What follows belongs to an exercise in optimizing a design on an open flow for small area and a short achievable clock period; a production flow would make more cautious choices.
Function was checked by simulation only, so behaviour that the tests miss may differ from the original.

File: flow/config.mk
export PLATFORM = sky130hd
export DESIGN_NAME = top
export DESIGN_NICKNAME = top
export VERILOG_FILES = /design/flow/design.v
export SDC_FILE = /design/flow/constraint.sdc
export NUM_CORES = 4
export LEC_CHECK = 0
export CAP_MARGIN = 20
export CORE_MARGIN = 2
export CORE_UTILIZATION = 40
export SETUP_SLACK_MARGIN = 0
export SLEW_MARGIN = 20
export SYNTH_HIERARCHICAL = 1
export SYNTH_MINIMUM_KEEP_SIZE = 0
File: flow/constraint.sdc
create_clock -name core_clock -period 8.0 [get_ports {clock}]
set_input_delay 1.6000 -clock core_clock [delete_from_list [all_inputs] [get_ports {clock}]]
set_output_delay 1.6000 -clock core_clock [all_outputs]
set_load 0.01 [all_outputs]
File: flow/design.v
`default_nettype none
module fpu_s1 (
    input  logic [15:0] a,
    input  logic [15:0] b,
    input  logic        sub,
    output logic [14:0] sum,
    output logic        gsel,
    output logic [11:0] m0,
    output logic [12:0] m1,
    output logic        c8,
    output logic        st
);
    logic [4:0] ea, eb, d;
    logic [9:0] ms, mg;
    logic [12:0] s13, sh;
    logic sticky, eff_sub;
    logic [14:0] ext_g, ext_s;
    assign ea = a[14:10];
    assign eb = b[14:10];
    logic [5:0] dab, dba;
    gt15 ucmp(.x(a[14:0]), .y(b[14:0]), .gt(gsel));
    assign dab = {1'b0, ea} - {1'b0, eb};
    assign dba = {1'b0, eb} - {1'b0, ea};
    assign d  = dab[5] ? dba[4:0] : dab[4:0];
    assign mg = gsel ? a[9:0] : b[9:0];
    assign ms = gsel ? b[9:0] : a[9:0];
    assign s13 = {1'b1, ms, 2'b00};
    assign sh  = s13 >> d;
    always_comb begin
        sticky = d > 5'd10;
        for (int j = 0; j < 8; j++)
            if (ms[j] && d > j + 2) sticky = 1'b1;
    end
    assign ext_g = {2'b01, mg, 3'b000};
    assign ext_s = {1'b0, sh, sticky};
    assign eff_sub = a[15] ^ b[15] ^ sub;
    add15 uadd(.x(ext_g), .y(ext_s ^ {15{eff_sub}}), .ci(eff_sub), .s(sum), .co());
    logic [21:0] r0, r1;
    logic [8:0] lo;
    mul_tree mt(.a(a[9:0]), .b(b[9:0]), .r0, .r1);
    assign lo = {1'b0, r0[7:0]} + {1'b0, r1[7:0]};
    assign c8 = lo[8];
    assign st = |lo[7:0];
    assign m0 = r0[19:8];
    assign m1 = r1[20:8];
endmodule
module fpu_s2 (
    input  logic [15:0] a,
    input  logic [15:0] b,
    input  logic        op_mul,
    input  logic        op_sub,
    input  logic [14:0] sum,
    input  logic        gsel,
    input  logic [11:0] m0,
    input  logic [12:0] m1,
    input  logic        c8,
    input  logic        st,
    output logic [15:0] y
);
    logic sa, sb, sbx;
    logic [4:0] ea, eb, eg;
    logic a_e1, b_e1, a_nan, b_nan, a_inf, b_inf, a_0, b_0;
    logic sg;
    assign sa = a[15];
    assign sb = b[15];
    assign sbx = sb ^ op_sub;
    assign ea = a[14:10];
    assign eb = b[14:10];
    assign a_e1 = &ea;
    assign b_e1 = &eb;
    assign a_nan = a_e1 & (|a[9:0]);
    assign b_nan = b_e1 & (|b[9:0]);
    assign a_inf = a_e1 & ~(|a[9:0]);
    assign b_inf = b_e1 & ~(|b[9:0]);
    assign a_0 = ~(|ea);
    assign b_0 = ~(|eb);
    logic [3:0] nsh;
    logic [14:0] w;
    logic [5:0] exp_a;
    logic ru_a, ovf_a, unf_a, cancel;
    assign eg = gsel ? ea : eb;
    assign sg = gsel ? sa : sbx;
    always_comb begin
        nsh = 4'd12;
        for (int i = 2; i <= 14; i++)
            if (sum[i]) nsh = 4'(14 - i);
    end
    assign w = sum << nsh;
    assign exp_a = {1'b0, eg} + 6'd1 - {2'b00, nsh};
    assign ru_a = w[3] & (w[4] | w[2] | w[1] | w[0]);
    assign ovf_a = sum[14] & (eg == 5'd30);
    assign unf_a = {1'b0, nsh} > eg;
    assign cancel = sum == 15'd0;
    logic [13:0] prod;
    logic p21, rb, pn8, pn12, ru_m, carry_m, quirk, ovf_m, unf_m;
    logic [9:0] m;
    logic [4:0] e_m;
    add14 uprod(.x({2'b01, m0}), .y({1'b0, m1}), .ci(c8), .s(prod), .co());
    assign p21 = prod[13];
    assign m    = p21 ? prod[12:3] : prod[11:2];
    assign rb   = p21 ? prod[2] : prod[1];
    assign pn8  = p21 ? prod[1] : prod[0];
    assign pn12 = p21 ? prod[5] : prod[4];
    assign ru_m = rb & (pn8 | st | pn12);
    assign carry_m = ru_m & (&m);
    logic [5:0] xe;
    logic [4:0] e0, e1;
    assign xe = {1'b0, ea} + {1'b0, eb};
    assign e0 = 5'(xe - 6'd15);
    assign e1 = 5'(xe - 6'd14);
    assign quirk = carry_m & (p21 ? xe >= 6'd29 : xe >= 6'd30);
    assign ovf_m = ~quirk & (p21 ? xe >= 6'd45 : xe >= 6'd46);
    assign unf_m = p21 ? (xe < 6'd14) | ((xe == 6'd14) & ~carry_m)
                       : (xe < 6'd15) | ((xe == 6'd15) & ~carry_m);
    assign e_m = quirk ? 5'd14 : (p21 ? e1 : e0);
    logic [14:0] pre, r15;
    logic ru, sgn, ovf, unf;
    assign pre = op_mul ? {e_m, m} : {exp_a[4:0], w[13:4]};
    assign ru  = op_mul ? ru_m : ru_a;
    inc15 uinc(.x(pre), .ci(ru), .s(r15));
    assign sgn = op_mul ? sa ^ sb : sg;
    assign ovf = op_mul ? ovf_m : ovf_a;
    assign unf = op_mul ? unf_m : unf_a;
    always_comb begin
        if (a_nan || b_nan)                               y = 16'hFFFF;
        else if (!op_mul && a_inf && b_inf && sa != sbx)  y = 16'hFFFF;
        else if (!op_mul && a_inf)                        y = a;
        else if (!op_mul && b_inf)                        y = {sbx, b[14:0]};
        else if (op_mul && (a_inf || b_inf))              y = {sa ^ sb, 15'h7C00};
        else if (!op_mul && a_0 && b_0)                   y = 16'd0;
        else if (!op_mul && a_0)                          y = {sbx, b[14:0]};
        else if (op_mul && (a_0 || b_0))                  y = 16'd0;
        else if (!op_mul && b_0)                          y = {sa ^ op_sub, a[14:0]};
        else if (!op_mul && cancel)                       y = 16'd0;
        else if (ovf)                                     y = {sgn, 15'h7C00};
        else if (unf)                                     y = {sgn, 15'h0000};
        else                                              y = {sgn, r15};
    end
endmodule
module mul_tree (input logic [9:0] a, input logic [9:0] b, output logic [21:0] r0, output logic [21:0] r1);
    logic pp_0_0, pp_0_1, pp_0_2, pp_0_3, pp_0_4, pp_0_5, pp_0_6, pp_0_7, pp_0_8, pp_0_9, pp_1_0, pp_1_1, pp_1_2, pp_1_3, pp_1_4, pp_1_5, pp_1_6, pp_1_7, pp_1_8, pp_1_9, pp_2_0, pp_2_1, pp_2_2, pp_2_3, pp_2_4, pp_2_5, pp_2_6, pp_2_7, pp_2_8, pp_2_9, pp_3_0, pp_3_1, pp_3_2, pp_3_3, pp_3_4, pp_3_5, pp_3_6, pp_3_7, pp_3_8, pp_3_9, pp_4_0, pp_4_1, pp_4_2, pp_4_3, pp_4_4, pp_4_5, pp_4_6, pp_4_7, pp_4_8, pp_4_9, pp_5_0, pp_5_1, pp_5_2, pp_5_3, pp_5_4, pp_5_5, pp_5_6, pp_5_7, pp_5_8, pp_5_9, pp_6_0, pp_6_1, pp_6_2, pp_6_3, pp_6_4, pp_6_5, pp_6_6, pp_6_7, pp_6_8, pp_6_9, pp_7_0, pp_7_1, pp_7_2, pp_7_3, pp_7_4, pp_7_5, pp_7_6, pp_7_7, pp_7_8, pp_7_9, pp_8_0, pp_8_1, pp_8_2, pp_8_3, pp_8_4, pp_8_5, pp_8_6, pp_8_7, pp_8_8, pp_8_9, pp_9_0, pp_9_1, pp_9_2, pp_9_3, pp_9_4, pp_9_5, pp_9_6, pp_9_7, pp_9_8, pp_9_9, t1, t2, t3, t4, t5, t6, t7, t8, t9, t10, t11, t12, t13, t14, t15, t16, t17, t18, t19, t20, t21, t22, t23, t24, t25, t26, t27, t28, t29, t30, t31, t32, t33, t34, t35, t36, t37, t38, t39, t40, t41, t42, t43, t44, t45, t46, t47, t48, t49, t50, t51, t52, t53, t54, t55, t56, t57, t58, t59, t60, t61, t62, t63, t64, t65, t66, t67, t68, t69, t70, t71, t72, t73, t74, t75, t76, t77, t78, t79, t80, t81, t82, t83, t84, t85, t86, t87, t88, t89, t90, t91, t92, t93, t94, t95, t96, t97, t98, t99, t100, t101, t102, t103, t104, t105, t106, t107, t108, t109, t110, t111, t112, t113, t114, t115, t116, t117, t118, t119, t120, t121, t122, t123, t124, t125, t126, t127, t128, t129, t130, t131, t132, t133, t134, t135, t136, t137, t138, t139, t140, t141, t142, t143, t144, t145, t146, t147, t148, t149, t150, t151, t152, t153, t154, t155, t156, t157, t158, t159, t160, t161, t162, t163, t164, t165, t166, t167, t168, t169, t170, t171, t172, t173, t174, t175, t176, t177, t178, t179, t180;
    assign pp_0_0 = a[0] & b[0];
    assign pp_0_1 = a[0] & b[1];
    assign pp_0_2 = a[0] & b[2];
    assign pp_0_3 = a[0] & b[3];
    assign pp_0_4 = a[0] & b[4];
    assign pp_0_5 = a[0] & b[5];
    assign pp_0_6 = a[0] & b[6];
    assign pp_0_7 = a[0] & b[7];
    assign pp_0_8 = a[0] & b[8];
    assign pp_0_9 = a[0] & b[9];
    assign pp_1_0 = a[1] & b[0];
    assign pp_1_1 = a[1] & b[1];
    assign pp_1_2 = a[1] & b[2];
    assign pp_1_3 = a[1] & b[3];
    assign pp_1_4 = a[1] & b[4];
    assign pp_1_5 = a[1] & b[5];
    assign pp_1_6 = a[1] & b[6];
    assign pp_1_7 = a[1] & b[7];
    assign pp_1_8 = a[1] & b[8];
    assign pp_1_9 = a[1] & b[9];
    assign pp_2_0 = a[2] & b[0];
    assign pp_2_1 = a[2] & b[1];
    assign pp_2_2 = a[2] & b[2];
    assign pp_2_3 = a[2] & b[3];
    assign pp_2_4 = a[2] & b[4];
    assign pp_2_5 = a[2] & b[5];
    assign pp_2_6 = a[2] & b[6];
    assign pp_2_7 = a[2] & b[7];
    assign pp_2_8 = a[2] & b[8];
    assign pp_2_9 = a[2] & b[9];
    assign pp_3_0 = a[3] & b[0];
    assign pp_3_1 = a[3] & b[1];
    assign pp_3_2 = a[3] & b[2];
    assign pp_3_3 = a[3] & b[3];
    assign pp_3_4 = a[3] & b[4];
    assign pp_3_5 = a[3] & b[5];
    assign pp_3_6 = a[3] & b[6];
    assign pp_3_7 = a[3] & b[7];
    assign pp_3_8 = a[3] & b[8];
    assign pp_3_9 = a[3] & b[9];
    assign pp_4_0 = a[4] & b[0];
    assign pp_4_1 = a[4] & b[1];
    assign pp_4_2 = a[4] & b[2];
    assign pp_4_3 = a[4] & b[3];
    assign pp_4_4 = a[4] & b[4];
    assign pp_4_5 = a[4] & b[5];
    assign pp_4_6 = a[4] & b[6];
    assign pp_4_7 = a[4] & b[7];
    assign pp_4_8 = a[4] & b[8];
    assign pp_4_9 = a[4] & b[9];
    assign pp_5_0 = a[5] & b[0];
    assign pp_5_1 = a[5] & b[1];
    assign pp_5_2 = a[5] & b[2];
    assign pp_5_3 = a[5] & b[3];
    assign pp_5_4 = a[5] & b[4];
    assign pp_5_5 = a[5] & b[5];
    assign pp_5_6 = a[5] & b[6];
    assign pp_5_7 = a[5] & b[7];
    assign pp_5_8 = a[5] & b[8];
    assign pp_5_9 = a[5] & b[9];
    assign pp_6_0 = a[6] & b[0];
    assign pp_6_1 = a[6] & b[1];
    assign pp_6_2 = a[6] & b[2];
    assign pp_6_3 = a[6] & b[3];
    assign pp_6_4 = a[6] & b[4];
    assign pp_6_5 = a[6] & b[5];
    assign pp_6_6 = a[6] & b[6];
    assign pp_6_7 = a[6] & b[7];
    assign pp_6_8 = a[6] & b[8];
    assign pp_6_9 = a[6] & b[9];
    assign pp_7_0 = a[7] & b[0];
    assign pp_7_1 = a[7] & b[1];
    assign pp_7_2 = a[7] & b[2];
    assign pp_7_3 = a[7] & b[3];
    assign pp_7_4 = a[7] & b[4];
    assign pp_7_5 = a[7] & b[5];
    assign pp_7_6 = a[7] & b[6];
    assign pp_7_7 = a[7] & b[7];
    assign pp_7_8 = a[7] & b[8];
    assign pp_7_9 = a[7] & b[9];
    assign pp_8_0 = a[8] & b[0];
    assign pp_8_1 = a[8] & b[1];
    assign pp_8_2 = a[8] & b[2];
    assign pp_8_3 = a[8] & b[3];
    assign pp_8_4 = a[8] & b[4];
    assign pp_8_5 = a[8] & b[5];
    assign pp_8_6 = a[8] & b[6];
    assign pp_8_7 = a[8] & b[7];
    assign pp_8_8 = a[8] & b[8];
    assign pp_8_9 = a[8] & b[9];
    assign pp_9_0 = a[9] & b[0];
    assign pp_9_1 = a[9] & b[1];
    assign pp_9_2 = a[9] & b[2];
    assign pp_9_3 = a[9] & b[3];
    assign pp_9_4 = a[9] & b[4];
    assign pp_9_5 = a[9] & b[5];
    assign pp_9_6 = a[9] & b[6];
    assign pp_9_7 = a[9] & b[7];
    assign pp_9_8 = a[9] & b[8];
    assign pp_9_9 = a[9] & b[9];
    assign t1 = pp_0_9 ^ pp_1_8;
    assign t2 = pp_0_9 & pp_1_8;
    fa3 u_t3 (.x(a[0]), .y(pp_1_9), .z(pp_2_8), .s(t3), .c(t4));
    assign t5 = pp_3_7 ^ pp_4_6;
    assign t6 = pp_3_7 & pp_4_6;
    fa3 u_t7 (.x(a[1]), .y(pp_2_9), .z(pp_3_8), .s(t7), .c(t8));
    assign t9 = pp_4_7 ^ pp_5_6;
    assign t10 = pp_4_7 & pp_5_6;
    fa3 u_t11 (.x(a[2]), .y(pp_3_9), .z(pp_4_8), .s(t11), .c(t12));
    assign t13 = pp_0_6 ^ pp_1_5;
    assign t14 = pp_0_6 & pp_1_5;
    fa3 u_t15 (.x(pp_0_7), .y(pp_1_6), .z(pp_2_5), .s(t15), .c(t16));
    assign t17 = pp_3_4 ^ pp_4_3;
    assign t18 = pp_3_4 & pp_4_3;
    fa3 u_t19 (.x(pp_0_8), .y(pp_1_7), .z(pp_2_6), .s(t19), .c(t20));
    fa3 u_t21 (.x(pp_3_5), .y(pp_4_4), .z(pp_5_3), .s(t21), .c(t22));
    assign t23 = pp_6_2 ^ pp_7_1;
    assign t24 = pp_6_2 & pp_7_1;
    fa3 u_t25 (.x(pp_2_7), .y(pp_3_6), .z(pp_4_5), .s(t25), .c(t26));
    fa3 u_t27 (.x(pp_5_4), .y(pp_6_3), .z(pp_7_2), .s(t27), .c(t28));
    fa3 u_t29 (.x(pp_8_1), .y(pp_9_0), .z(t1), .s(t29), .c(t30));
    fa3 u_t31 (.x(pp_5_5), .y(pp_6_4), .z(pp_7_3), .s(t31), .c(t32));
    fa3 u_t33 (.x(pp_8_2), .y(pp_9_1), .z(b[0]), .s(t33), .c(t34));
    fa3 u_t35 (.x(t2), .y(t3), .z(t5), .s(t35), .c(t36));
    fa3 u_t37 (.x(pp_6_5), .y(pp_7_4), .z(pp_8_3), .s(t37), .c(t38));
    fa3 u_t39 (.x(pp_9_2), .y(b[1]), .z(t4), .s(t39), .c(t40));
    fa3 u_t41 (.x(t6), .y(t7), .z(t9), .s(t41), .c(t42));
    fa3 u_t43 (.x(pp_5_7), .y(pp_6_6), .z(pp_7_5), .s(t43), .c(t44));
    fa3 u_t45 (.x(pp_8_4), .y(pp_9_3), .z(b[2]), .s(t45), .c(t46));
    fa3 u_t47 (.x(t8), .y(t10), .z(t11), .s(t47), .c(t48));
    fa3 u_t49 (.x(a[3]), .y(pp_4_9), .z(pp_5_8), .s(t49), .c(t50));
    fa3 u_t51 (.x(pp_6_7), .y(pp_7_6), .z(pp_8_5), .s(t51), .c(t52));
    fa3 u_t53 (.x(pp_9_4), .y(b[3]), .z(t12), .s(t53), .c(t54));
    fa3 u_t55 (.x(a[4]), .y(pp_5_9), .z(pp_6_8), .s(t55), .c(t56));
    fa3 u_t57 (.x(pp_7_7), .y(pp_8_6), .z(pp_9_5), .s(t57), .c(t58));
    fa3 u_t59 (.x(a[5]), .y(pp_6_9), .z(pp_7_8), .s(t59), .c(t60));
    assign t61 = pp_0_4 ^ pp_1_3;
    assign t62 = pp_0_4 & pp_1_3;
    fa3 u_t63 (.x(pp_0_5), .y(pp_1_4), .z(pp_2_3), .s(t63), .c(t64));
    assign t65 = pp_3_2 ^ pp_4_1;
    assign t66 = pp_3_2 & pp_4_1;
    fa3 u_t67 (.x(pp_2_4), .y(pp_3_3), .z(pp_4_2), .s(t67), .c(t68));
    fa3 u_t69 (.x(pp_5_1), .y(pp_6_0), .z(t13), .s(t69), .c(t70));
    fa3 u_t71 (.x(pp_5_2), .y(pp_6_1), .z(pp_7_0), .s(t71), .c(t72));
    fa3 u_t73 (.x(t14), .y(t15), .z(t17), .s(t73), .c(t74));
    fa3 u_t75 (.x(pp_8_0), .y(t16), .z(t18), .s(t75), .c(t76));
    fa3 u_t77 (.x(t19), .y(t21), .z(t23), .s(t77), .c(t78));
    fa3 u_t79 (.x(t20), .y(t22), .z(t24), .s(t79), .c(t80));
    fa3 u_t81 (.x(t25), .y(t27), .z(t29), .s(t81), .c(t82));
    fa3 u_t83 (.x(t26), .y(t28), .z(t30), .s(t83), .c(t84));
    fa3 u_t85 (.x(t31), .y(t33), .z(t35), .s(t85), .c(t86));
    fa3 u_t87 (.x(t32), .y(t34), .z(t36), .s(t87), .c(t88));
    fa3 u_t89 (.x(t37), .y(t39), .z(t41), .s(t89), .c(t90));
    fa3 u_t91 (.x(t38), .y(t40), .z(t42), .s(t91), .c(t92));
    fa3 u_t93 (.x(t43), .y(t45), .z(t47), .s(t93), .c(t94));
    fa3 u_t95 (.x(t44), .y(t46), .z(t48), .s(t95), .c(t96));
    fa3 u_t97 (.x(t49), .y(t51), .z(t53), .s(t97), .c(t98));
    fa3 u_t99 (.x(b[4]), .y(t50), .z(t52), .s(t99), .c(t100));
    fa3 u_t101 (.x(t54), .y(t55), .z(t57), .s(t101), .c(t102));
    fa3 u_t103 (.x(pp_8_7), .y(pp_9_6), .z(b[5]), .s(t103), .c(t104));
    fa3 u_t105 (.x(t56), .y(t58), .z(t59), .s(t105), .c(t106));
    fa3 u_t107 (.x(a[6]), .y(pp_7_9), .z(pp_8_8), .s(t107), .c(t108));
    fa3 u_t109 (.x(pp_9_7), .y(b[6]), .z(t60), .s(t109), .c(t110));
    fa3 u_t111 (.x(a[7]), .y(pp_8_9), .z(pp_9_8), .s(t111), .c(t112));
    assign t113 = pp_0_3 ^ pp_1_2;
    assign t114 = pp_0_3 & pp_1_2;
    fa3 u_t115 (.x(pp_2_2), .y(pp_3_1), .z(pp_4_0), .s(t115), .c(t116));
    fa3 u_t117 (.x(pp_5_0), .y(t62), .z(t63), .s(t117), .c(t118));
    fa3 u_t119 (.x(t64), .y(t66), .z(t67), .s(t119), .c(t120));
    fa3 u_t121 (.x(t68), .y(t70), .z(t71), .s(t121), .c(t122));
    fa3 u_t123 (.x(t72), .y(t74), .z(t75), .s(t123), .c(t124));
    fa3 u_t125 (.x(t76), .y(t78), .z(t79), .s(t125), .c(t126));
    fa3 u_t127 (.x(t80), .y(t82), .z(t83), .s(t127), .c(t128));
    fa3 u_t129 (.x(t84), .y(t86), .z(t87), .s(t129), .c(t130));
    fa3 u_t131 (.x(t88), .y(t90), .z(t91), .s(t131), .c(t132));
    fa3 u_t133 (.x(t92), .y(t94), .z(t95), .s(t133), .c(t134));
    fa3 u_t135 (.x(t96), .y(t98), .z(t99), .s(t135), .c(t136));
    fa3 u_t137 (.x(t100), .y(t102), .z(t103), .s(t137), .c(t138));
    fa3 u_t139 (.x(t104), .y(t106), .z(t107), .s(t139), .c(t140));
    fa3 u_t141 (.x(b[7]), .y(t108), .z(t110), .s(t141), .c(t142));
    fa3 u_t143 (.x(a[8]), .y(pp_9_9), .z(b[8]), .s(t143), .c(t144));
    assign t145 = pp_0_2 ^ pp_1_1;
    assign t146 = pp_0_2 & pp_1_1;
    fa3 u_t147 (.x(pp_2_1), .y(pp_3_0), .z(t113), .s(t147), .c(t148));
    fa3 u_t149 (.x(t61), .y(t114), .z(t115), .s(t149), .c(t150));
    fa3 u_t151 (.x(t65), .y(t116), .z(t117), .s(t151), .c(t152));
    fa3 u_t153 (.x(t69), .y(t118), .z(t119), .s(t153), .c(t154));
    fa3 u_t155 (.x(t73), .y(t120), .z(t121), .s(t155), .c(t156));
    fa3 u_t157 (.x(t77), .y(t122), .z(t123), .s(t157), .c(t158));
    fa3 u_t159 (.x(t81), .y(t124), .z(t125), .s(t159), .c(t160));
    fa3 u_t161 (.x(t85), .y(t126), .z(t127), .s(t161), .c(t162));
    fa3 u_t163 (.x(t89), .y(t128), .z(t129), .s(t163), .c(t164));
    fa3 u_t165 (.x(t93), .y(t130), .z(t131), .s(t165), .c(t166));
    fa3 u_t167 (.x(t97), .y(t132), .z(t133), .s(t167), .c(t168));
    fa3 u_t169 (.x(t101), .y(t134), .z(t135), .s(t169), .c(t170));
    fa3 u_t171 (.x(t105), .y(t136), .z(t137), .s(t171), .c(t172));
    fa3 u_t173 (.x(t109), .y(t138), .z(t139), .s(t173), .c(t174));
    fa3 u_t175 (.x(t111), .y(t140), .z(t141), .s(t175), .c(t176));
    fa3 u_t177 (.x(t112), .y(t142), .z(t143), .s(t177), .c(t178));
    fa3 u_t179 (.x(a[9]), .y(b[9]), .z(t144), .s(t179), .c(t180));
    assign r0 = {1'b0, 1'b1, t178, t176, t174, t172, t170, t168, t166, t164, t162, t160, t158, t156, t154, t152, t150, t148, t146, pp_2_0, pp_0_1, pp_0_0};
    assign r1 = {1'b0, t180, t179, t177, t175, t173, t171, t169, t167, t165, t163, t161, t159, t157, t155, t153, t151, t149, t147, t145, pp_1_0, 1'b0};
endmodule
module fa3 (input logic x, y, z, output logic s, c);
    assign s = x ^ y ^ z;
    assign c = (x & y) | (x & z) | (y & z);
endmodule
module gt15 (input logic [14:0] x, input logic [14:0] y, output logic gt);
    logic [14:0] p, g;
    logic G1, P1, G2, P2, G3, P3, G4, P4, G5, P5, G6, P6, G7, P7, G8, P8, G9, P9, G10, P10, G11, P11, G12, P12, G13, P13, G14, P14;
    assign p = ~(x ^ y);
    assign g = x & ~y;
    pg_cell u1 (.gh(g[1]), .ph(p[1]), .gl(g[0]), .pl(p[0]), .go(G1), .po(P1));
    pg_cell u2 (.gh(g[3]), .ph(p[3]), .gl(g[2]), .pl(p[2]), .go(G2), .po(P2));
    pg_cell u3 (.gh(g[5]), .ph(p[5]), .gl(g[4]), .pl(p[4]), .go(G3), .po(P3));
    pg_cell u4 (.gh(g[7]), .ph(p[7]), .gl(g[6]), .pl(p[6]), .go(G4), .po(P4));
    pg_cell u5 (.gh(g[9]), .ph(p[9]), .gl(g[8]), .pl(p[8]), .go(G5), .po(P5));
    pg_cell u6 (.gh(g[11]), .ph(p[11]), .gl(g[10]), .pl(p[10]), .go(G6), .po(P6));
    pg_cell u7 (.gh(g[13]), .ph(p[13]), .gl(g[12]), .pl(p[12]), .go(G7), .po(P7));
    pg_cell u8 (.gh(G2), .ph(P2), .gl(G1), .pl(P1), .go(G8), .po(P8));
    pg_cell u9 (.gh(G4), .ph(P4), .gl(G3), .pl(P3), .go(G9), .po(P9));
    pg_cell u10 (.gh(G6), .ph(P6), .gl(G5), .pl(P5), .go(G10), .po(P10));
    pg_cell u11 (.gh(g[14]), .ph(p[14]), .gl(G7), .pl(P7), .go(G11), .po(P11));
    pg_cell u12 (.gh(G9), .ph(P9), .gl(G8), .pl(P8), .go(G12), .po(P12));
    pg_cell u13 (.gh(G11), .ph(P11), .gl(G10), .pl(P10), .go(G13), .po(P13));
    pg_g u14 (.gh(G13), .ph(P13), .gl(G12), .go(G14));
    assign gt = G14;
endmodule
module add15 (input logic [14:0] x, input logic [14:0] y, input logic ci, output logic [14:0] s, output logic co);
    logic [14:0] p, g;
    logic G1, P1, G2, P2, G3, P3, G4, P4, G5, P5, G6, P6, G7, P7, G8, P8, G9, P9, G10, P10, G11, P11, G12, P12, G13, P13, G14, P14, G15, P15, G16, P16, G17, P17, G18, P18, G19, P19, G20, P20, G21, P21, G22, P22, G23, P23, G24, P24, G25, P25, G26, P26, G27, P27, G28, P28;
    assign p = x ^ y;
    assign g = x & y;
    logic g0c;
    pg_g u_cin (.gh(g[0]), .ph(p[0]), .gl(ci), .go(g0c));
    pg_cell u1 (.gh(g[1]), .ph(p[1]), .gl(g0c), .pl(p[0]), .go(G1), .po(P1));
    pg_cell u2 (.gh(g[3]), .ph(p[3]), .gl(g[2]), .pl(p[2]), .go(G2), .po(P2));
    pg_cell u3 (.gh(g[5]), .ph(p[5]), .gl(g[4]), .pl(p[4]), .go(G3), .po(P3));
    pg_cell u4 (.gh(g[7]), .ph(p[7]), .gl(g[6]), .pl(p[6]), .go(G4), .po(P4));
    pg_cell u5 (.gh(g[9]), .ph(p[9]), .gl(g[8]), .pl(p[8]), .go(G5), .po(P5));
    pg_cell u6 (.gh(g[11]), .ph(p[11]), .gl(g[10]), .pl(p[10]), .go(G6), .po(P6));
    pg_cell u7 (.gh(g[13]), .ph(p[13]), .gl(g[12]), .pl(p[12]), .go(G7), .po(P7));
    pg_g u8 (.gh(g[2]), .ph(p[2]), .gl(G1), .go(G8));
    pg_cell u9 (.gh(G2), .ph(P2), .gl(G1), .pl(P1), .go(G9), .po(P9));
    pg_cell u10 (.gh(g[6]), .ph(p[6]), .gl(G3), .pl(P3), .go(G10), .po(P10));
    pg_cell u11 (.gh(G4), .ph(P4), .gl(G3), .pl(P3), .go(G11), .po(P11));
    pg_cell u12 (.gh(g[10]), .ph(p[10]), .gl(G5), .pl(P5), .go(G12), .po(P12));
    pg_cell u13 (.gh(G6), .ph(P6), .gl(G5), .pl(P5), .go(G13), .po(P13));
    pg_cell u14 (.gh(g[14]), .ph(p[14]), .gl(G7), .pl(P7), .go(G14), .po(P14));
    pg_g u15 (.gh(g[4]), .ph(p[4]), .gl(G9), .go(G15));
    pg_g u16 (.gh(G3), .ph(P3), .gl(G9), .go(G16));
    pg_g u17 (.gh(G10), .ph(P10), .gl(G9), .go(G17));
    pg_cell u18 (.gh(G11), .ph(P11), .gl(G9), .pl(P9), .go(G18), .po(P18));
    pg_cell u19 (.gh(g[12]), .ph(p[12]), .gl(G13), .pl(P13), .go(G19), .po(P19));
    pg_cell u20 (.gh(G7), .ph(P7), .gl(G13), .pl(P13), .go(G20), .po(P20));
    pg_cell u21 (.gh(G14), .ph(P14), .gl(G13), .pl(P13), .go(G21), .po(P21));
    pg_g u22 (.gh(g[8]), .ph(p[8]), .gl(G18), .go(G22));
    pg_g u23 (.gh(G5), .ph(P5), .gl(G18), .go(G23));
    pg_g u24 (.gh(G12), .ph(P12), .gl(G18), .go(G24));
    pg_g u25 (.gh(G13), .ph(P13), .gl(G18), .go(G25));
    pg_g u26 (.gh(G19), .ph(P19), .gl(G18), .go(G26));
    pg_g u27 (.gh(G20), .ph(P20), .gl(G18), .go(G27));
    pg_g u28 (.gh(G21), .ph(P21), .gl(G18), .go(G28));
    assign s = p ^ {G27, G26, G25, G24, G23, G22, G18, G17, G16, G15, G9, G8, G1, g0c, ci};
    assign co = G28;
endmodule
module add14 (input logic [13:0] x, input logic [13:0] y, input logic ci, output logic [13:0] s, output logic co);
    logic [13:0] p, g;
    logic G1, P1, G2, P2, G3, P3, G4, P4, G5, P5, G6, P6, G7, P7, G8, P8, G9, P9, G10, P10, G11, P11, G12, P12, G13, P13, G14, P14, G15, P15, G16, P16, G17, P17, G18, P18, G19, P19, G20, P20, G21, P21, G22, P22, G23, P23, G24, P24, G25, P25;
    assign p = x ^ y;
    assign g = x & y;
    logic g0c;
    pg_g u_cin (.gh(g[0]), .ph(p[0]), .gl(ci), .go(g0c));
    pg_cell u1 (.gh(g[1]), .ph(p[1]), .gl(g0c), .pl(p[0]), .go(G1), .po(P1));
    pg_cell u2 (.gh(g[3]), .ph(p[3]), .gl(g[2]), .pl(p[2]), .go(G2), .po(P2));
    pg_cell u3 (.gh(g[5]), .ph(p[5]), .gl(g[4]), .pl(p[4]), .go(G3), .po(P3));
    pg_cell u4 (.gh(g[7]), .ph(p[7]), .gl(g[6]), .pl(p[6]), .go(G4), .po(P4));
    pg_cell u5 (.gh(g[9]), .ph(p[9]), .gl(g[8]), .pl(p[8]), .go(G5), .po(P5));
    pg_cell u6 (.gh(g[11]), .ph(p[11]), .gl(g[10]), .pl(p[10]), .go(G6), .po(P6));
    pg_cell u7 (.gh(g[13]), .ph(p[13]), .gl(g[12]), .pl(p[12]), .go(G7), .po(P7));
    pg_g u8 (.gh(g[2]), .ph(p[2]), .gl(G1), .go(G8));
    pg_cell u9 (.gh(G2), .ph(P2), .gl(G1), .pl(P1), .go(G9), .po(P9));
    pg_cell u10 (.gh(g[6]), .ph(p[6]), .gl(G3), .pl(P3), .go(G10), .po(P10));
    pg_cell u11 (.gh(G4), .ph(P4), .gl(G3), .pl(P3), .go(G11), .po(P11));
    pg_cell u12 (.gh(g[10]), .ph(p[10]), .gl(G5), .pl(P5), .go(G12), .po(P12));
    pg_cell u13 (.gh(G6), .ph(P6), .gl(G5), .pl(P5), .go(G13), .po(P13));
    pg_g u14 (.gh(g[4]), .ph(p[4]), .gl(G9), .go(G14));
    pg_g u15 (.gh(G3), .ph(P3), .gl(G9), .go(G15));
    pg_g u16 (.gh(G10), .ph(P10), .gl(G9), .go(G16));
    pg_cell u17 (.gh(G11), .ph(P11), .gl(G9), .pl(P9), .go(G17), .po(P17));
    pg_cell u18 (.gh(g[12]), .ph(p[12]), .gl(G13), .pl(P13), .go(G18), .po(P18));
    pg_cell u19 (.gh(G7), .ph(P7), .gl(G13), .pl(P13), .go(G19), .po(P19));
    pg_g u20 (.gh(g[8]), .ph(p[8]), .gl(G17), .go(G20));
    pg_g u21 (.gh(G5), .ph(P5), .gl(G17), .go(G21));
    pg_g u22 (.gh(G12), .ph(P12), .gl(G17), .go(G22));
    pg_g u23 (.gh(G13), .ph(P13), .gl(G17), .go(G23));
    pg_g u24 (.gh(G18), .ph(P18), .gl(G17), .go(G24));
    pg_g u25 (.gh(G19), .ph(P19), .gl(G17), .go(G25));
    assign s = p ^ {G24, G23, G22, G21, G20, G17, G16, G15, G14, G9, G8, G1, g0c, ci};
    assign co = G25;
endmodule
module inc15 (input logic [14:0] x, input logic ci, output logic [14:0] s);
    logic A1, A2, A3, A4, A5, A6, A7, A8, A9, A10, A11, A12, A13, A14, A15, A16, A17, A18, A19, A20, A21, A22, A23, A24, A25, A26, A27, A28;
    and_cell u1 (.a(x[1]), .b(x[0]), .y(A1));
    and_cell u2 (.a(x[3]), .b(x[2]), .y(A2));
    and_cell u3 (.a(x[5]), .b(x[4]), .y(A3));
    and_cell u4 (.a(x[7]), .b(x[6]), .y(A4));
    and_cell u5 (.a(x[9]), .b(x[8]), .y(A5));
    and_cell u6 (.a(x[11]), .b(x[10]), .y(A6));
    and_cell u7 (.a(x[13]), .b(x[12]), .y(A7));
    and_cell u8 (.a(x[2]), .b(A1), .y(A8));
    and_cell u9 (.a(A2), .b(A1), .y(A9));
    and_cell u10 (.a(x[6]), .b(A3), .y(A10));
    and_cell u11 (.a(A4), .b(A3), .y(A11));
    and_cell u12 (.a(x[10]), .b(A5), .y(A12));
    and_cell u13 (.a(A6), .b(A5), .y(A13));
    and_cell u14 (.a(x[14]), .b(A7), .y(A14));
    and_cell u15 (.a(x[4]), .b(A9), .y(A15));
    and_cell u16 (.a(A3), .b(A9), .y(A16));
    and_cell u17 (.a(A10), .b(A9), .y(A17));
    and_cell u18 (.a(A11), .b(A9), .y(A18));
    and_cell u19 (.a(x[12]), .b(A13), .y(A19));
    and_cell u20 (.a(A7), .b(A13), .y(A20));
    and_cell u21 (.a(A14), .b(A13), .y(A21));
    and_cell u22 (.a(x[8]), .b(A18), .y(A22));
    and_cell u23 (.a(A5), .b(A18), .y(A23));
    and_cell u24 (.a(A12), .b(A18), .y(A24));
    and_cell u25 (.a(A13), .b(A18), .y(A25));
    and_cell u26 (.a(A19), .b(A18), .y(A26));
    and_cell u27 (.a(A20), .b(A18), .y(A27));
    and_cell u28 (.a(A21), .b(A18), .y(A28));
    assign s = x ^ {(A27 & ci), (A26 & ci), (A25 & ci), (A24 & ci), (A23 & ci), (A22 & ci), (A18 & ci), (A17 & ci), (A16 & ci), (A15 & ci), (A9 & ci), (A8 & ci), (A1 & ci), (x[0] & ci), ci};
endmodule
module pg_cell (input logic gh, ph, gl, pl, output logic go, po);
    assign go = gh | (ph & gl);
    assign po = ph & pl;
endmodule
module pg_g (input logic gh, ph, gl, output logic go);
    assign go = gh | (ph & gl);
endmodule
module and_cell (input logic a, b, output logic y);
    assign y = a & b;
endmodule
module input_16(
    input logic clock, reset,
    input logic [9:0] data_in,
    output logic [15:0] num1, num2,
    output logic op_mul, op_sub,
    output logic start,
    output logic sub_now
);
    logic count;
    logic is_a, is_b, is_op;
    assign is_a  = data_in[1:0] == 2'b01;
    assign is_b  = data_in[1:0] == 2'b10;
    assign is_op = data_in[1:0] == 2'b11;
    assign sub_now = is_op ? data_in[3] : op_sub;
    always_ff @(posedge clock or posedge reset) begin
        if (reset) begin
            num1 <= 'd0;
            num2 <= 'd0;
            start <= 1'b0;
            count <= 1'b0;
        end
        else begin
            if (is_a && !count) num1[7:0]  <= data_in[9:2];
            if (is_a &&  count) num1[15:8] <= data_in[9:2];
            if (is_b && !count) num2[7:0]  <= data_in[9:2];
            if (is_b &&  count) num2[15:8] <= data_in[9:2];
            if (is_a || is_b) count <= ~count;
            start <= is_op;
        end
    end
    always_ff @(posedge clock) begin
        if (is_op) begin
            op_mul <= data_in[4];
            op_sub <= data_in[3];
        end
    end
endmodule: input_16
module output_16(
    input logic clock, reset,
    input logic [15:0] ans,
    input logic done_calc,
    output logic [9:0] data_out
);
    logic count;
    logic valid;
    logic [7:0] byte_q;
    assign data_out = {byte_q, valid, valid};
    always_ff @(posedge clock or posedge reset) begin
        if (reset) begin
            byte_q <= 'd0;
            valid <= 1'b0;
            count <= 1'b0;
        end
        else begin
            valid <= done_calc | count;
            count <= done_calc;
            byte_q <= done_calc ? ans[15:8] : count ? ans[7:0] : 8'd0;
        end
    end
endmodule: output_16
module top(
    input logic clock, reset,
    input logic [9:0] inp,
    output logic [9:0] out
);
    logic [15:0] a, b, y;
    logic op_mul, op_sub, start;
    logic sub_now;
    input_16 in1(.clock, .reset, .data_in(inp), .num1(a), .num2(b),
                 .op_mul, .op_sub, .start, .sub_now);
    logic [14:0] sum, sum_d;
    logic gsel, gsel_d;
    logic [11:0] m0, m0_d;
    logic [12:0] m1, m1_d;
    logic c8, c8_d, st, st_d;
    fpu_s1 s1(.a, .b, .sub(sub_now), .sum(sum_d), .gsel(gsel_d),
              .m0(m0_d), .m1(m1_d), .c8(c8_d), .st(st_d));
    always_ff @(posedge clock) begin
        sum  <= sum_d;
        gsel <= gsel_d;
        m0   <= m0_d;
        m1   <= m1_d;
        c8   <= c8_d;
        st   <= st_d;
    end
    fpu_s2 s2(.a, .b, .op_mul, .op_sub, .sum, .gsel, .m0, .m1, .c8, .st, .y);
    output_16 out1(.clock, .reset, .ans(y), .done_calc(start), .data_out(out));
endmodule
File: flow/run.sh
#!/bin/bash
# synth_recipe.tcl (not shown) runs the flow's synth.tcl, then flattens the netlist and writes it again
# the make line also repeats each setting of config.mk as NAME=value (left out here)
make -C /OpenROAD-flow-scripts/flow DESIGN_CONFIG=/design/flow/config.mk WORK_HOME=/design/flow/orfs CLKGATE_MAP_FILE= SYNTH_SCRIPT=/design/flow/synth_recipe.tcl finish
==> run_results.csv, run 1 <==
group,metric,value,unit
clocking,tritoncts,"yes",
layout,fin_nets,1425,
setup_path,r2r-start,"in1.num2[3]",
layout,drive_gt1_frac,0.106,
min_path,min_from,"out1.count",
clocking,clockBufferDepth,2,
floorplan,initial_core_util,0.403,
sta,setup-violations-final,0,
routing,vias_per_cell,5.66,
routing,final_antenna_net_count,0,
placement,hpwl,22700,microns
placement,gp_congestion,0.845,
clocking,hold_buffers,0,
clocking,ctsResizeCount,0,
flow_run,maxCapViolCount,0,
setup_path,cp-end-kind,"flop",
routing,first_iter_violations,566,
layout,layout_commonest_cell,"and2_1",
sta,min_period_over_period,0.682,
layout,area_growth_syn_to_layout,4.48,%
sta,hold_viol_final,0,
routing,dr.pass1.iters,6,
setup_path,critPathRequiredTime,8.24,ns
min_path,min_delay_path_depth,1,
placement,place_inst,1612,
layout,final_cells,1628,
placement,io_buffers,21,
setup_path,crit_path_start_kind,"input port",
global_route,grt_first_pass_wirelength,49800,microns
floorplan,core.rowCount,63,
floorplan,dieWidth,176,microns
layout,n_antenna_cell,0,
sta,max_slew.worst_pin.slew,1.05,ns
setup_path,arrival,5.70,ns
synthesis,avgSynthCellArea,9.37,sq um
routing,drc,0,
floorplan,coreArea,29400,sq um
setup_path,startpoint,"inp[0]",
floorplan,ios,22,
synthesis,synth_cells,1265,
global_route,grt_pass1_vias,9237,
setup_path,cp_max_fo,11,
floorplan,die_area,31000,sq um
global_route,gr-total-overflow,0,
routing,wl_per_cell,18.8,microns
floorplan,die_h,176,microns
layout,final_cell_mix,"and2_1, ha_1, nand2_1, fa_1, a21o_1",
synthesis,netlist_area,11900,sq um
routing,totalWireLength,30600,microns
clocking,postCtsSetupBuffers,0,
clocking,cts_buffers,9,
sta,fin_worst_skew,0.0115,ns
setup_path,r2r_cells,20,
layout,fillers,2874,
run_status,status,"complete, no violations",
clocking,path_clk_slew,0.07,ns
global_route,grt_start_max_net_pins,35,
sta,slew_headroom,0.295,
setup_path,critPathKind,"input port to flop",
sta,period_needed,5.46,ns
sta,slew_viol_final,0,
global_route,antenna_found_initial,0,
clocking,root_buffer,"clkbuf_16",
clocking,clk_latency,0.36,ns
clocking,htreeDepth,3,
routing,dr_total_vias,9215,
sta,fmax,183,MHz
clocking,cts.sinks,89,
sta,fin_tns_setup,0,ns
min_path,hold_path.class,"flop to flop",
synthesis,yosys_warnings,11,
global_route,grt_use_total,0.203,
sta,rsz0062_at_grt,"false",
==> critical path, cell delays in order <==
cell	delay, ns
clkdlybuf4s50_1	0.53
ha_1	0.24
mux2_2	0.37
xor2_1	0.15
xnor2_1	0.82
inv_2	0.32
xnor2_1	0.23
ha_1	0.34
a21o_1	0.21
a21o_1	0.26
a21o_1	0.29
a21o_1	0.19
xor2_1	0.14
==> worst paths after layout <==
kind	end	slack [ns]
setup / recovery	sum[12]	2.54
hold / removal	out1.valid	0.56
setup reg to reg	sum[12]	2.82
hold reg to reg	out1.valid	0.56
max in group asynchronous	in1.num2[5]	6.01
min in group asynchronous	out1.byte_q[6]	1.60
==> stage by stage <==
stage / utilization / hold slack [ns] / instance area, sq um / setup WS [ns]
floorplan: - / 0.458 / 11900 / 3.33
global placement: 0.411 / 0.544 / 12100 / 2.28
detailed placement: 0.411 / 0.533 / 12100 / 2.14
CTS: 0.421 / 0.559 / 12400 / 2.53
global route: 0.421 / 0.586 / 12400 / 2.34
finish: 0.421 / 0.562 / 12400 / 2.54
==> area by class of cell <==
| cell class | instances | area, sq um | area share |
|---|---|---|---|
| clock buffers | 9 | 225 | 0.0182 |
| clock inverters | 7 | 81.3 | 0.00657 |
| repair buffers | 32 | 293 | 0.0236 |
| inverters | 60 | 225 | 0.0182 |
| multi-input cells | 1041 | 9060 | 0.732 |
| flip-flops and latches | 89 | 2010 | 0.162 |
| well taps | 390 | 488 | 0.0394 |
==> flip-flops by register name, summed over array words and instances (netlist names) <==
name         cells
gsel             1
st               1
out1.byte_q      8
out1.valid       1
in1.num2        16
in1.op_sub       1
m0              12
in1.count        1
sum             15
c8               1
m1              13
in1.start        1
in1.op_mul       1
in1.num1        16
out1.count       1
==> metal layers <==
| layer | global-route usage | part of all wire |
|---|---|---|
| met5 | 0 | 0 |
| met4 | 0.0689 | 0.028 |
| met3 | 0.0314 | 0.042 |
| met2 | 0.335 | 0.47 |
| met1 | 0.272 | 0.46 |
==> run 2, diff against run 1 <==
--- a/flow/config.mk
+++ b/flow/config.mk
@@ -9,5 +9,5 @@
 export CORE_MARGIN = 2
 export CORE_UTILIZATION = 40
-export SETUP_SLACK_MARGIN = 0
+export SETUP_SLACK_MARGIN = 3.0
 export SLEW_MARGIN = 20
 export SYNTH_HIERARCHICAL = 1
==> run_results.csv, run 2 <==
group,metric,value,unit
layout,layout_commonest_cell,"and2_1",
setup_path,critPathKind,"input port to flop",
clocking,hold_buffers,0,
clocking,clk_latency,0.36,ns
layout,top_regs,"in1.num1 (16), in1.num2 (16), sum (15)",
min_path,min_from,"in1.count",
clocking,cts.sinks,89,
global_route,antenna_found_initial,0,
placement,io_buffers,21,
sta,min_period_over_period,0.604,
floorplan,initial_core_util,0.403,
sta,setup-violations-final,0,
sta,slew_headroom,0.467,
global_route,grt_first_pass_wirelength,49900,microns
setup_path,cp-end-kind,"flop",
min_path,min_delay_path_depth,1,
setup_path,r2r_end,"sum[12]",
clocking,root_buffer,"clkbuf_16",
global_route,gr-total-overflow,0,
sta,period_needed,4.83,ns
setup_path,r2r-start,"in1.num2[6]",
sta,hold_viol_final,0,
floorplan,die_area,31000,sq um
synthesis,avgSynthCellArea,9.37,sq um
clocking,htreeDepth,3,
sta,fin_tns_setup,0,ns
layout,final_cells,1632,
setup_path,arrival,5.08,ns
min_path,min_to,"in1.count",
floorplan,core.rowCount,63,
floorplan,ios,22,
layout,n_antenna_cell,0,
floorplan,die_h,176,microns
setup_path,cp_max_fo,11,
floorplan,dieWidth,176,microns
min_path,hold_path.class,"flop to flop",
sta,rsz0062_at_grt,"false",
sta,fmax,207,MHz
layout,area_growth_syn_to_layout,5.58,%
sta,max_slew.worst_pin.slew,0.789,ns
routing,dr_total_vias,9208,
layout,final_cell_mix,"and2_1, ha_1, nand2_1, fa_1, a21o_1",
setup_path,reg2reg_setup_slack,3.20,ns
clocking,path_clk_slew,0.08,ns
routing,vias_per_cell,5.64,
placement,place_inst,1612,
global_route,grt_use_total,0.204,
sta,fin_worst_skew,0.0102,ns
placement,gp_congestion,0.845,
placement,hpwl,22700,microns
setup_path,crit_path_start_kind,"input port",
clocking,clockBufferDepth,2,
sta,slew_viol_final,0,
setup_path,critPathRequiredTime,8.25,ns
global_route,grt_pass1_vias,9252,
floorplan,coreArea,29400,sq um
routing,first_iter_violations,615,
global_route,grt_start_max_net_pins,35,
routing,wl_per_cell,18.9,microns
layout,drive_gt1_frac,0.127,
synthesis,netlist_area,11900,sq um
setup_path,r2r_cells,18,
routing,totalWireLength,30800,microns
run_status,status,"complete, no violations",
synthesis,synth_cells,1265,
clocking,tritoncts,"yes",
layout,fin_nets,1429,
synthesis,yosys_warnings,11,
flow_run,maxCapViolCount,0,
layout,fillers,2870,
routing,final_antenna_net_count,0,
routing,dr.pass1.iters,5,
clocking,cts_buffers,9,
routing,drc,0,
[run 2: layout make-up]
type	count	area, sq um	area share
clock inverter	7	81.3	0.00650
timing repair buffer	36	330	0.0264
clock buffer	9	225	0.0180
sequential	89	2050	0.164
multi-input combinational	1041	9120	0.728
tap	390	488	0.0390
inverter	60	225	0.0180
[run 2: critical path, cell delays in order]
cell and delay, ns:
clkdlybuf4s50_1 0.53, ha_1 0.24, mux2_2 0.37, xor2_1 0.34
xnor2_4 0.21, inv_2 0.18, xnor2_1 0.17, ha_1 0.34
a21o_1 0.22, a21o_1 0.26, a21o_1 0.29, a21o_1 0.19
xor2_1 0.14
[run 2: stage by stage]
| stage | util | cell area [sq um] | setup slack [ns] | hold slack, ns |
|---|---|---|---|---|
| after floorplan | - | 11900 | 3.33 | 0.458 |
| after global placement | 0.411 | 12100 | 2.28 | 0.544 |
| after detailed placement | 0.411 | 12100 | 2.14 | 0.533 |
| after CTS | 0.422 | 12400 | 3.00 | 0.559 |
| after global routing | 0.426 | 12500 | 3.00 | 0.586 |
| final | 0.426 | 12500 | 3.17 | 0.563 |
[run 2: worst max path at each step]
stage,from,endpoint,slack (ns),cells past startpoint
3_3_place_gp,inp[0],sum[14],2.28,13
3_5_place_dp,inp[0],sum[12],2.14,13
5_1_grt,in1.num1[1],sum[12],3.00,19
6_report,inp[0],sum[12],3.17,13
4_1_cts,in1.num2[7],sum[14],3.00,18
2_1_floorplan,inp[0],sum[10],3.33,12
[run 2: metal layers]
layer / vias up / share of wire / GRT usage
met5: - / 0 / 0
met4: 0 / 0.031 / 0.0689
met1: 4539 / 0.46 / 0.273
li1: 4384 / - / -
met3: 54 / 0.042 / 0.0314
met2: 231 / 0.47 / 0.336
[run 2: repair_timing]
item                                    4_1_cts  5_1_grt
buffers inserted                              0        4
resized for setup                            10       24
pin swaps                                     0        3
endpoints found under the setup margin       14       13
==> run 3, diff against run 2 <==
--- a/flow/config.mk
+++ b/flow/config.mk
@@ -9,5 +9,5 @@
 export CORE_MARGIN = 2
 export CORE_UTILIZATION = 40
-export SETUP_SLACK_MARGIN = 3.0
+export SETUP_SLACK_MARGIN = 4.0
 export SLEW_MARGIN = 20
 export SYNTH_HIERARCHICAL = 1
==> run_results.csv, run 3 <==
group,metric,value,unit
run_status,status,"complete, no violations",
sta,fin_worst_skew,0.00636,ns
setup_path,r2r_cells,23,
layout,area_growth_syn_to_layout,17.7,%
floorplan,dieWidth,176,microns
clocking,clk_latency,0.36,ns
synthesis,avgSynthCellArea,9.37,sq um
global_route,gr-total-overflow,0,
sta,fmax,231,MHz
placement,hpwl,23400,microns
layout,final_cells,1732,
setup_path,arrival,4.60,ns
synthesis,synth_cells,1265,
placement,gp_congestion,0.886,
floorplan,ios,22,
layout,regArea,2090,sq um
floorplan,initial_core_util,0.403,
clocking,cts_buffers,9,
layout,multi_input_area,9690,sq um
global_route,antenna_found_initial,0,
setup_path,critPathKind,"flop to flop",
routing,final_antenna_net_count,0,
routing,totalWireLength,34200,microns
setup_path,critPathRequiredTime,8.27,ns
sta,max_slew.worst_pin.slew,0.669,ns
min_path,hold_path.class,"flop to flop",
layout,fin_nets,1529,
floorplan,die_area,31000,sq um
sta,slew_viol_final,0,
layout,layout_commonest_cell,"and2_1",
layout,n_antenna_cell,0,
global_route,grt_first_pass_wirelength,54700,microns
routing,wl_per_cell,19.8,microns
clocking,tritoncts,"yes",
setup_path,cp-end-kind,"flop",
sta,slew_headroom,0.550,
routing,first_iter_violations,831,
sta,fin_tns_setup,0,ns
min_path,min_delay_path_depth,1,
sta,rsz0062_at_grt,"true",
synthesis,netlist_area,11900,sq um
routing,dr.pass1.iters,5,
layout,top_regs,"in1.num1 (16), in1.num2 (16), sum (15)",
placement,place_inst,1607,
setup_path,r2r-start,"m1[0]",
layout,final_cell_mix,"and2_1, buf_4, ha_1",
routing,drc,0,
min_path,min_from,"in1.count",
clocking,cts.sinks,89,
global_route,grt_start_max_net_pins,35,
layout,drive_gt1_frac,0.259,
floorplan,coreArea,29400,sq um
routing,vias_per_cell,5.72,
floorplan,core.rowCount,63,
sta,min_period_over_period,0.541,
global_route,grt_use_total,0.225,
clocking,path_clk_slew,0.07,ns
placement,io_buffers,21,
setup_path,reg2reg_setup_slack,3.67,ns
setup_path,r2r_end,"out1.byte_q[6]",
routing,dr_total_vias,9912,
setup_path,crit_path_start_kind,"flop",
min_path,min_to,"in1.count",
sta,period_needed,4.33,ns
flow_run,maxCapViolCount,0,
floorplan,die_h,176,microns
sta,hold_viol_final,0,
clocking,root_buffer,"clkbuf_16",
clocking,htreeDepth,3,
clocking,clockBufferDepth,2,
layout,fillers,2711,
global_route,grt_pass1_vias,9885,
sta,setup-violations-final,0,
clocking,hold_buffers,0,
synthesis,yosys_warnings,11,
setup_path,cp_max_fo,7,
[run 3: what timing repair did]
action | in CTS | in global routing
gates cloned | 4 | 0
pin swaps | 46 | 45
setup endpoints to repair | 24 | 21
gates resized for setup | 115 | 48
buffers inserted | 87 | 18
[run 3: per-stage QoR]
step | hold slack [ns] | instance area, sq um | setup slack, ns | utilization
global placement | 0.555 | 12100 | 2.75 | 0.412
finish | 0.578 | 13900 | 3.67 | 0.474
CTS | 0.577 | 13600 | 3.75 | 0.461
detailed placement | 0.565 | 12100 | 2.65 | 0.412
global route | 0.609 | 13900 | 3.53 | 0.474
floorplan | 0.458 | 12000 | 3.80 | -
[run 3: layout make-up]
| class | count | share of cell area |
|---|---|---|
| Multi-Input combinational cell | 1043 | 0.695 |
| Sequential cell | 89 | 0.150 |
| Tap cell | 390 | 0.0350 |
| Timing Repair Buffer | 134 | 0.0814 |
| Clock buffer | 11 | 0.0182 |
| Inverter | 60 | 0.0165 |
| Clock inverter | 5 | 0.00431 |
[run 3: how the worst max path moves through the flow]
stage                     end  cells past startpoint        start  slack [ns]
2_1_floorplan         sum[10]                     12       inp[0]        3.80
3_3_place_gp          sum[12]                     17  in1.num2[4]        2.75
3_5_place_dp          sum[12]                     17  in1.num2[4]        2.65
4_1_cts        out1.byte_q[6]                     24        m1[0]        3.75
5_1_grt        out1.byte_q[5]                     23        m1[0]        3.53
6_report       out1.byte_q[6]                     23        m1[0]        3.67
[run 3: routing by layer]
layer  part of all wire  global-route usage  vias up
met3              0.063              0.0323       70
met5                  0                   0        -
met2               0.46               0.359      386
met4              0.026              0.0758        0
met1               0.45               0.312     4865
li1                   -                   -     4591
[run 3: worst max-delay path, cell delays in order (launching register included)]
cell	delay [ns]
dfxtp_2	0.33
ha_4	0.23
a21o_1	0.20
a21o_1	0.23
a21o_1	0.21
a21o_1	0.19
a21o_1	0.21
xor2_4	0.23
buf_12	0.16
nand4b_1	0.19
a21oi_2	0.21
nand4b_4	0.17
o21ai_4	0.26
buf_6	0.14
a2bb2oi_4	0.18
and2_1	0.17
and2_1	0.12
and2_1	0.14
nand2_1	0.09
xnor2_2	0.14
nand2_1	0.08
o221ai_2	0.14
nand2_1	0.10
o21ai_2	0.13
==> run 4, diff against run 3 <==
--- a/flow/config.mk
+++ b/flow/config.mk
@@ -9,5 +9,5 @@
 export CORE_MARGIN = 2
 export CORE_UTILIZATION = 40
-export SETUP_SLACK_MARGIN = 4.0
+export SETUP_SLACK_MARGIN = 3.75
 export SLEW_MARGIN = 20
 export SYNTH_HIERARCHICAL = 1
==> run_results.csv, run 4 <==
group,metric,value,unit
run_status,status,"complete, no violations",
global_route,grt_use_total,0.216,
sta,max_slew.worst_pin.slew,0.680,ns
routing,final_antenna_net_count,0,
sta,slew_viol_final,0,
layout,top_regs,"in1.num1 (16), in1.num2 (16), sum (15)",
global_route,met2_usage,0.354,
sta,setup-violations-final,0,
placement,place_inst,1613,
floorplan,die_area,31000,sq um
sta,holdWs,0.533,ns
floorplan,dieWidth,176,microns
flow_run,maxCapViolCount,0,
global_route,use_met1,0.291,
global_route,grt_start_max_net_pins,35,
placement,placed_cell_area,12100,sq um
setup_path,slowest_delay,0.51,ns
setup_path,arrival,4.50,ns
sta,min_period_over_period,0.534,
clocking,root_buffer,"clkbuf_16",
sta,rsz0062_at_grt,"true",
sta,fin_tns_setup,0,ns
floorplan,die_h,176,microns
global_route,busiest_layer,"met2",
sta,period_needed,4.27,ns
floorplan,ios,22,
global_route,grt_pass1_vias,9449,
sta,hold_viol_final,0,
clocking,cts.sinks,89,
routing,first_iter_violations,672,
layout,area_growth_syn_to_layout,15.8,%
floorplan,core.rowCount,63,
synthesis,netlist_area,11900,sq um
global_route,met3_usage,0.0308,
routing,vias_per_cell,5.68,
placement,hpwl,22400,microns
routing,wl_per_cell,19.6,microns
clocking,hold_buffers,0,
layout,final_area,13700,sq um
floorplan,coreArea,29400,sq um
layout,layout_commonest_cell,"and2_1",
setup_path,cp-end-kind,"flop",
placement,gp_congestion,0.943,
setup_path,crit_chain,"inv_4 > ha_4 > and2_4 > a21o_1 > a21o_1 > a21o_4 > buf_12 > mux4_2 > mux2_4 > a211o_1 > nand3_2 > xnor2_2 > ha_1 > a21o_1 > a21o_1 > a21o_4 > a21o_1 > xor2_1",
placement,io_buffers,21,
sta,slew_headroom,0.542,
layout,regArea,2080,sq um
global_route,gr-total-overflow,0,
clocking,clk_latency,0.36,ns
setup_path,crit_path_start_kind,"flop",
synthesis,yosys_warnings,11,
clocking,tritoncts,"yes",
clocking,clockBufferDepth,2,
setup_path,critPathRequiredTime,8.23,ns
layout,fillers,2737,
floorplan,initial_core_util,0.403,
sta,fmax,234,MHz
layout,final_cell_mix,"and2_1, ha_1, nand2_1, fa_1, buf_4",
routing,dr.pass1.iters,5,
routing,dr_total_vias,9741,
setup_path,slowest_stage,"dfrtp_4",
synthesis,avgSynthCellArea,9.37,sq um
layout,final_cells,1715,
clocking,path_clk_slew,0.07,ns
routing,totalWireLength,33500,microns
sta,fin_worst_skew,0.0172,ns
setup_path,cp_max_fo,7,
layout,fin_nets,1512,
min_path,hold_path.class,"flop to flop",
global_route,antenna_found_initial,0,
clocking,htreeDepth,3,
clocking,cts_buffers,9,
layout,multi_input_area,9500,sq um
routing,drc,0,
layout,drive_gt1_frac,0.227,
synthesis,synth_cells,1265,
setup_path,critPathKind,"flop to flop",
layout,n_antenna_cell,0,
setup_path,worst_path_most_repeated_cell,"a21o_1",
global_route,grt_first_pass_wirelength,52400,microns
==> run 4: repair_timing <==
item	in CTS	in global routing
pin swaps	24	38
buffers inserted	63	19
setup endpoints to repair	20	19
gates resized for setup	71	55
gates cloned	1	3
==> run 4: worst max-delay path: cells and delay by family, from the launching register on <==
family,cells,cell delay [ns]
buffers and inverters,2,0.21
and+or+nand+nor,2,0.25
AOI/OAI and AO/OA,8,1.71
DFF,1,0.51
muxes,2,0.75
xor gates and xnor gates,2,0.21
adders and majority gates,2,0.50
==> run 4: cell type report <==
| class | count | share of cell area |
|---|---|---|
| Timing Repair Buffer | 119 | 0.0807 |
| Inverter | 60 | 0.0171 |
| Clock buffer | 10 | 0.0174 |
| Tap cell | 390 | 0.0356 |
| Multi-Input combinational cell | 1041 | 0.692 |
| Sequential cell | 89 | 0.152 |
| Clock inverter | 6 | 0.00529 |
==> run 4: final timing paths <==
| check | startpoint | end | slack [ns] | cells after the start |
|---|---|---|---|---|
| worst min register to register | out1.count | out1.valid | 0.53 | 1 |
| max in group asynchronous | reset | in1.num1[2] | 5.95 | 3 |
| worst max-delay path | in1.num2[7] | sum[10] | 3.73 | 18 |
| worst min-delay path | out1.count | out1.valid | 0.53 | 1 |
| worst max register to register | in1.num2[7] | sum[10] | 3.73 | 18 |
| min in group asynchronous | reset | out1.byte_q[1] | 1.58 | 2 |
==> run 4: per-stage QoR <==
step / util / setup slack [ns]
3_5_place_dp: 0.413 / 2.92
2_1_floorplan: - / 3.76
4_1_cts: 0.450 / 3.72
6_report: 0.467 / 3.73
3_3_place_gp: 0.413 / 3.00
5_1_grt: 0.467 / 3.63
==> run 4: metal layers <==
layer | share of wire | vias up
met2 | 0.47 | 299
met5 | 0 | -
li1 | - | 4550
met4 | 0.031 | 0
met3 | 0.046 | 73
met1 | 0.45 | 4819
==> run 5, diff against run 4 <==
--- a/flow/config.mk
+++ b/flow/config.mk
@@ -8,6 +8,7 @@
 export CAP_MARGIN = 20
 export CORE_MARGIN = 2
-export CORE_UTILIZATION = 40
-export SETUP_SLACK_MARGIN = 3.75
+export CORE_UTILIZATION = 60
+export PLACE_DENSITY = 0.7
+export SETUP_SLACK_MARGIN = 3.5
 export SLEW_MARGIN = 20
 export SYNTH_HIERARCHICAL = 1
==> run_results.csv, run 5 <==
group,metric,value,unit
run_status,status,"complete, no violations",
sta,slew_headroom,0.224,
sta,fin_worst_skew,0.0147,ns
synthesis,synth_cells,1265,
setup_path,reg2reg_setup_slack,3.56,ns
setup_path,arrival,4.67,ns
floorplan,die_h,145,microns
setup_path,critPathTopFamily,"compound AO/OA/AOI/OAI gates",
setup_path,startpoint,"in1.num1[3]",
global_route,antenna_found_initial,0,
clocking,cts.sinks,89,
global_route,grt_start_max_net_pins,35,
setup_path,setup.worst_path.end,"sum[12]",
routing,wl_per_cell,20.7,microns
routing,dr.pass1.iters,5,
floorplan,core.rowCount,51,
sta,period_needed,4.44,ns
global_route,grt_use_total,0.305,
placement,io_buffers,21,
min_path,min_delay_path_depth,1,
setup_path,critPathKind,"flop to flop",
min_path,hold_path.class,"flop to flop",
global_route,grt_pass1_vias,9228,
sta,max_slew.worst_pin.slew,1.15,ns
placement,place_ws,2.69,ns
setup_path,critPathRequiredTime,8.23,ns
setup_path,slowest_delay,0.50,ns
placement,gp_congestion,0.905,
layout,n_antenna_cell,0,
sta,setup_ws,3.56,ns
layout,final_cell_mix,"and2_1, ha_1, nand2_1, fa_1, buf_4",
routing,vias_per_cell,6.21,
floorplan,die_area,20900,sq um
floorplan,ios,22,
clocking,htreeDepth,3,
clocking,clk_latency,0.36,ns
layout,drive_gt1_frac,0.191,
setup_path,cp_max_fo,17,
setup_path,critPathBufInv,1,
setup_path,r2r_cells,17,
synthesis,netlist_area,11900,sq um
layout,fin_nets,1495,
clocking,path_clk_slew,0.07,ns
clocking,clockBufferDepth,2,
clocking,cts_buffers,9,
setup_path,cp_num_cells,17,
setup_path,cp-end-kind,"flop",
sta,hold_viol_final,0,
clocking,tritoncts,"yes",
routing,totalWireLength,32600,microns
sta,fin_tns_setup,0,ns
setup_path,worst_path_most_repeated_cell,"a21o_1",
setup_path,r2r_end,"sum[12]",
placement,hpwl,22200,microns
global_route,grt_first_pass_wirelength,49300,microns
synthesis,yosys_warnings,11,
global_route,gr-total-overflow,0,
sta,rsz0062_at_grt,"true",
sta,setup-violations-final,0,
setup_path,crit_path_start_kind,"flop",
layout,layout_commonest_cell,"and2_1",
setup_path,slowest_stage,"dfrtp_4",
sta,fmax,225,MHz
routing,drc,0,
layout,fillers,1619,
floorplan,coreArea,19400,sq um
synthesis,avgSynthCellArea,9.37,sq um
floorplan,dieWidth,145,microns
layout,top_regs,"in1.num1 (16), in1.num2 (16), sum (15)",
sta,min_period_over_period,0.555,
sta,slew_viol_final,0,
clocking,root_buffer,"clkbuf_16",
flow_run,maxCapViolCount,0,
floorplan,initial_core_util,0.611,
setup_path,r2r-start,"in1.num1[3]",
routing,final_antenna_net_count,0,
routing,dr_total_vias,9774,
layout,area_growth_syn_to_layout,10.3,%
routing,first_iter_violations,991,
setup_path,crit_chain,"ha_1 > a21o_1 > a21o_1 > a21o_1 > a21o_4 > buf_12 > mux4_2 > mux2_4 > a211o_1 > nand3_1 > xnor2_1 > ha_1 > a21o_1 > a21o_1 > a21o_4 > a21o_1 > xor2_1",
==> run 5: timing repair <==
action	in CTS	in global routing
cloned	0	1
endpoints found under the setup margin	18	19
buffers inserted	9	65
hold buffers	0	0
pin swaps	4	13
gates resized for setup	49	37
==> run 5: worst reg2reg max path, cell delays in order, from the launching register on <==
cell and delay, ns:
dfrtp_4 0.50, ha_1 0.32, a21o_1 0.18, a21o_1 0.18, a21o_1 0.21, a21o_4 0.24
buf_12 0.16, mux4_2 0.45, mux2_4 0.30, a211o_1 0.30, nand3_1 0.10, xnor2_1 0.07
ha_1 0.34, a21o_1 0.23, a21o_1 0.20, a21o_4 0.24, a21o_1 0.17, xor2_1 0.14
==> run 5: worst min path at each step <==
stage,to,startpoint,slack (ns)
final,in1.num1[14],in1.num1[14],0.56
after global routing,in1.num1[14],in1.num1[14],0.56
after CTS,out1.valid,out1.count,0.56
after detailed placement,out1.valid,out1.count,0.54
after global placement,in1.count,in1.count,0.54
after floorplan,out1.count,in1.start,0.46
==> run 5: routing by layer <==
layer	track usage	share of wire	vias to the layer above
li1	-	-	4522
met1	0.445	0.44	4759
met2	0.482	0.46	429
met3	0.0371	0.074	64
met4	0.0818	0.025	0
met5	0	0	-
==> run 5: stage by stage <==
stage | area [sq um] | cells | util | hold slack, ns
2_1_floorplan | 11900 | 1269 | - | 0.458
3_3_place_gp | 11900 | 1482 | 0.613 | 0.539
3_5_place_dp | 11900 | 1482 | 0.613 | 0.544
4_1_cts | 12400 | 1507 | 0.638 | 0.561
5_1_grt | 13100 | 1573 | 0.674 | 0.562
6_report | 13100 | 1573 | 0.674 | 0.556
==> run 5: cell type report <==
| type | count | area (sq um) | area share |
|---|---|---|---|
| Sequential cell | 89 | 2100 | 0.161 |
| Tap cell | 265 | 332 | 0.0254 |
| Multi-Input combinational cell | 1041 | 9210 | 0.704 |
| Clock inverter | 4 | 58.8 | 0.00450 |
| Timing Repair Buffer | 102 | 895 | 0.0684 |
| Inverter | 60 | 228 | 0.0174 |
| Clock buffer | 12 | 258 | 0.0197 |

what the ideal ports hide:
No port has a modelled driver above. Below, the same layouts with a new extraction and two added sets of constraints. Step 1 sets driving cells, clkbuf_16 on the clock port and buf_2 on the other inputs (assumed; they add their load-dependent delay and slew). Step 2 adds t to the input delays and takes it off the output delays; t is the mean of the earliest and latest rising clock arrival at the registers after step 1. Input paths then give back, and output paths get back, about the clock's delay inside the block. a / b / c = ideal / step 1 / step 2; a / b = the first two.
run	t, ns	setup WS [ns]	latest minus earliest clock arrival (ns)
run 1	0.403	2.543 / 2.570 / 2.167	0.012 / 0.012
run 2	0.403	3.165 / 3.193 / 2.790	0.011 / 0.010
run 3	0.407	3.674 / 3.674 / 3.563	0.007 / 0.007
run 4	0.398	3.730 / 3.730 / 3.504	0.018 / 0.018
run 5	0.391	3.557 / 3.557 / 3.334	0.015 / 0.015
After both steps setup and hold are still met in every run listed. The setup slack of run 1, which loses most, moves by +0.027 ns with the drivers and by -0.376 ns with both steps.
